Background: an optimization exercise with open tools, aiming at small area. Do not read the settings as production practice.
In this exercise RTL edits were held to simulation tests only and were not proved equivalent to the original.
Power and IR drop assume default switching activity.

==> inputs of run G <==
## reg_file
module reg_file (
rst_n,
clk,
debug_in,
debug_out,
ram_addr,
ram_we,
ram_datain,
ram_enable,
ram_dataout
);
export LEC_CHECK = 0
export CAP_MARGIN = 20
export CORE_MARGIN = 2
export CORE_UTILIZATION = 60
export SLEW_MARGIN = 20
create_clock -name core_clock -period 5.0 [get_ports {clk}]
standard.sh (not shown) runs the stock make flow with config.mk's settings and CLKGATE_MAP_FILE= SYNTH_SCRIPT=/design/flow/synth_recipe.tcl, a recipe that flattens the netlist after the stock synthesis.
==> flow/flow/run.sh <==
#!/bin/bash
# The standard layout (standard.sh) with these changes:
#  - synthesis: the standard script, but abc uses an area-oriented ABC script
#    (flow/abc_area.script); registers are mapped exactly as in the standard run
#  - port buffers use the smallest buffer cell (buf_1)
#  - CTS clusters up to 20 sinks within 60 um per clkbuf_8 leaf buffer and inserts no dummy loads
set -euo pipefail
here=$(pwd)
export MY_ABC_SCRIPT=$here/flow/abc_area.script
bash standard.sh \
  "SYNTH_SCRIPT=$here/flow/synth.tcl" \
  "BUFFER_PORTS_ARGS=-buffer_cell sky130_fd_sc_hd__buf_1" \
  "CTS_ARGS=-sink_clustering_enable -repair_clock_nets -dont_use_dummy_load -sink_clustering_size 20 -sink_clustering_max_diameter 60 -buf_list sky130_fd_sc_hd__clkbuf_8" \
  finish > flow_make.log 2>&1
==> flow/flow/abc_area.script <==
strash
&get -n
&st
&nf -p -R 1000
&put
==> flow/flow/synth.tcl <==
# synth_recipe.tcl (the standard synthesis) with one change: abc maps the
# logic with the ABC script in $::env(MY_ABC_SCRIPT). Registers are mapped
# by dfflibmap before abc, exactly as in the standard synthesis.
proc synth {args} { yosys synth -nofsm -noshare {*}$args }
proc abc {args} {
  set i [lsearch -exact $args -script]
  if { $i >= 0 } {
    set args [lreplace $args [expr {$i+1}] [expr {$i+1}] $::env(MY_ABC_SCRIPT)]
  }
  yosys abc {*}$args
}
source $::env(SCRIPTS_DIR)/synth.tcl
# left out here: clear keep_hierarchy, flatten, clean up, hide names made inside functions, write 1_2_yosys.v
==> run E (differences from run G) <==
==> flow/flow/run.sh (replaced) <==
#!/bin/bash
# The standard layout (standard.sh) with these changes:
#  - synthesis: the standard script, but abc uses an area-oriented ABC script
#    (flow/abc_area.script); registers are mapped exactly as in the standard run
#  - port buffers use the smallest buffer cell (buf_1)
#  - after global placement, flow/fixbuf.tcl replaces the buffer trees that
#    placement's repair built on the high-fanout nets with one buf_2 per net
#    (the rest of the flow, including repair_design, then runs as standard)
#  - CTS clusters up to 20 sinks within 60 um per clkbuf_8 leaf buffer, uses clkbuf_16 above the leaves, and
#    inserts no dummy loads
set -euo pipefail
here=$(pwd)
export MY_ABC_SCRIPT=$here/flow/abc_area.script
args=(
  "SYNTH_SCRIPT=$here/flow/synth.tcl"
  "BUFFER_PORTS_ARGS=-buffer_cell sky130_fd_sc_hd__buf_1"
  "CTS_ARGS=-sink_clustering_enable -repair_clock_nets -dont_use_dummy_load -sink_clustering_size 20 -sink_clustering_max_diameter 60 -buf_list sky130_fd_sc_hd__clkbuf_8 -root_buf sky130_fd_sc_hd__clkbuf_16 -tree_buf sky130_fd_sc_hd__clkbuf_16"
)
res=$here/orfs/results/$FLOW_PLATFORM/reg_file/base
bash standard.sh "${args[@]}" "$res/3_3_place_gp.odb" > flow_make_place.log 2>&1
LIB=$FLOW_HOME/platforms/$FLOW_PLATFORM/lib/sky130_fd_sc_hd__tt_025C_1v80.lib \
PLATFORM_DIR=$FLOW_HOME/platforms/$FLOW_PLATFORM \
FIX_ODB=$res/3_3_place_gp.odb FIX_SDC=$res/2_floorplan.sdc \
MIN_FANOUT=16 BUF_CELL=sky130_fd_sc_hd__buf_2 \
  openroad -no_init -exit flow/fixbuf.tcl > fixbuf.log 2>&1
bash standard.sh "${args[@]}" finish > flow_make.log 2>&1
==> flow/flow/fixbuf.tcl (new file) <==
# Replace the buffer trees that global placement's repair_design built on
# high-fanout nets by a single buffer per net, placed at the centroid of
# the net's loads, and return the net's driver to its smallest size.
# In: $::env(FIX_ODB) (3_3_place_gp.odb), written back in place.
read_liberty $::env(LIB)
read_db $::env(FIX_ODB)
read_sdc $::env(FIX_SDC)
source $::env(PLATFORM_DIR)/setRC.tcl
set db [ord::get_db]
set block [ord::get_db_block]
proc area {} { set a 0; foreach i [[ord::get_db_block] getInsts] { set m [$i getMaster]; if {![string match "*tap*" [$m getName]]} { set a [expr {$a + [$m getWidth]*[$m getHeight]/1e6}] } }; return $a }
puts "area before: [area]"
# 1. remove the buffers placement repair inserted (named place*)
set nrm 0
foreach inst [$block getInsts] {
  if {![string match "place*" [$inst getName]]} { continue }
  if {![regexp {__(buf|clkbuf)_[0-9]+$} [[$inst getMaster] getName]]} { continue }
  set in ""; set out ""
  foreach it [$inst getITerms] {
    if {[$it isInputSignal]} { set in [$it getNet] }
    if {[$it isOutputSignal]} { set out [$it getNet] }
  }
  if {$in == "" || $out == "" || [llength [$out getBTerms]] > 0} { continue }
  foreach it [$out getITerms] {
    if {[$it getInst] == $inst} { continue }
    $it disconnect
    $it connect $in
  }
  odb::dbInst_destroy $inst
  odb::dbNet_destroy $out
  incr nrm
}
puts "removed $nrm buffers; area [area]"
# 2. one buffer per high-fanout signal net, and the driver back to size 1
set nb 0
foreach net [$block getNets] {
  if {[$net getSigType] != "SIGNAL"} { continue }
  set its [$net getITerms]
  set isclk 0
  foreach it $its { if {[[$it getMTerm] getName] == "CLK"} { set isclk 1 } }
  if {$isclk} { continue }
  set nl 0; set sx 0.0; set sy 0.0; set drv ""
  foreach it $its {
    if {[$it isInputSignal]} {
      incr nl
      set bb [[$it getInst] getBBox]
      set sx [expr {$sx + [$bb xMin]}]; set sy [expr {$sy + [$bb yMin]}]
    } elseif {[$it isOutputSignal]} { set drv [$it getInst] }
  }
  if {$nl < $::env(MIN_FANOUT)} { continue }
  set x [expr {$sx / $nl / 1000.0}]; set y [expr {$sy / $nl / 1000.0}]
  insert_buffer -buffer_cell $::env(BUF_CELL) -net [sta::find_net [$net getName]] -location [list $x $y]
  incr nb
  if {$drv != ""} {
    set m [[$drv getMaster] getName]
    if {[regexp {^(sky130_fd_sc_hd__[a-z0-9]+)_([0-9]+)$} $m -> base sz] && $sz > 1 && ![string match "*df*" $m] && ![string match "*buf*" $m]} {
      set small [$db findMaster ${base}_1]
      if {$small != "NULL"} { $drv swapMaster $small; puts "downsize [$drv getName] $m -> ${base}_1" }
    }
  }
}
puts "inserted $nb buffers; area [area]"
estimate_parasitics -placement
report_check_types -max_slew -max_capacitance -violators -format end
write_db $::env(FIX_ODB)
==> qor summary <==
metric	run G	run E
Internal power of the cells	8100 µW	8190 µW
Result of the run	finished clean	finished clean
DP Area	24700 µm²	24200 µm²
Root Buffer Master	clkbuf_8	clkbuf_16
Max-slew headroom at the worst pin	34.8%	18.7%
Final WS setup	1.57 ns	0.695 ns
Non-clock buffers	642	621
Leakage Power	0.00915 µW	0.00903 µW
Capture point of the critical path	ram_dataout[15]	ram_dataout[7]
Layout buffering overhead excluding clock cells	10.3%	9.48%
Met2 usage	60.7%	59.6%
Total detailed-routing wirelength	67.9 mm	67.3 mm
Layout Utilization	72.9%	71.9%
Launching element of the worst setup path	ram_addr[2]	rst_n
Part of the power in combinational logic	4.8%	4.6%
Share of final layout cell area taken by clock buffers and inverters	2.50%	2.76%
Vias in the first global route	13685	13588
Global-route wire length before repair	92.1 mm	90.6 mm
Endpoint, Worst Hold	debug_in_reg2[111]	debug_in_reg2[246]
P per Cell Area	412 nW/µm²	421 nW/µm²
Measured slew at the worst slew-check pin	0.976 ns	1.22 ns
Iter 0 DRT Violations	2023	1883
Detailed placement HPWL	47.6 mm	44.0 mm

## port drivers added, routing unchanged
In the flow no input, the clock included, has a driving cell. The finished layouts below were timed again as built, in two steps. Step 1 (the two cells are an assumption about what drives the block):
set clk [get_ports {clk}]
set_driving_cell -lib_cell sky130_fd_sc_hd__clkbuf_16 $clk
set_driving_cell -lib_cell sky130_fd_sc_hd__buf_2 [delete_from_list [all_inputs] $clk]
Step 2 times the ports against the registers' clock, not the clock port: input delays grow and output delays shrink by t, the midpoint of the rising clock arrivals with the driver on. a / b / c = no drivers / after step 1 / after step 2; a / b = the first two.
| run | t, ns | setup slack, ns | latest minus earliest clock arrival (ns) | worst register clock-pin slew, ns |
|---|---|---|---|---|
| run G | 0.674 | 1.567 / 1.533 / 0.859 | 0.071 / 0.071 | 0.12 / 0.12 |
| run E | 0.588 | 0.695 / 0.642 / 0.055 | 0.058 / 0.059 | 0.12 / 0.12 |
After both steps every run listed still meets setup and hold. For run G, which loses most, drivers alone change the setup slack by -0.034 ns; drivers and shift together by -0.708 ns.
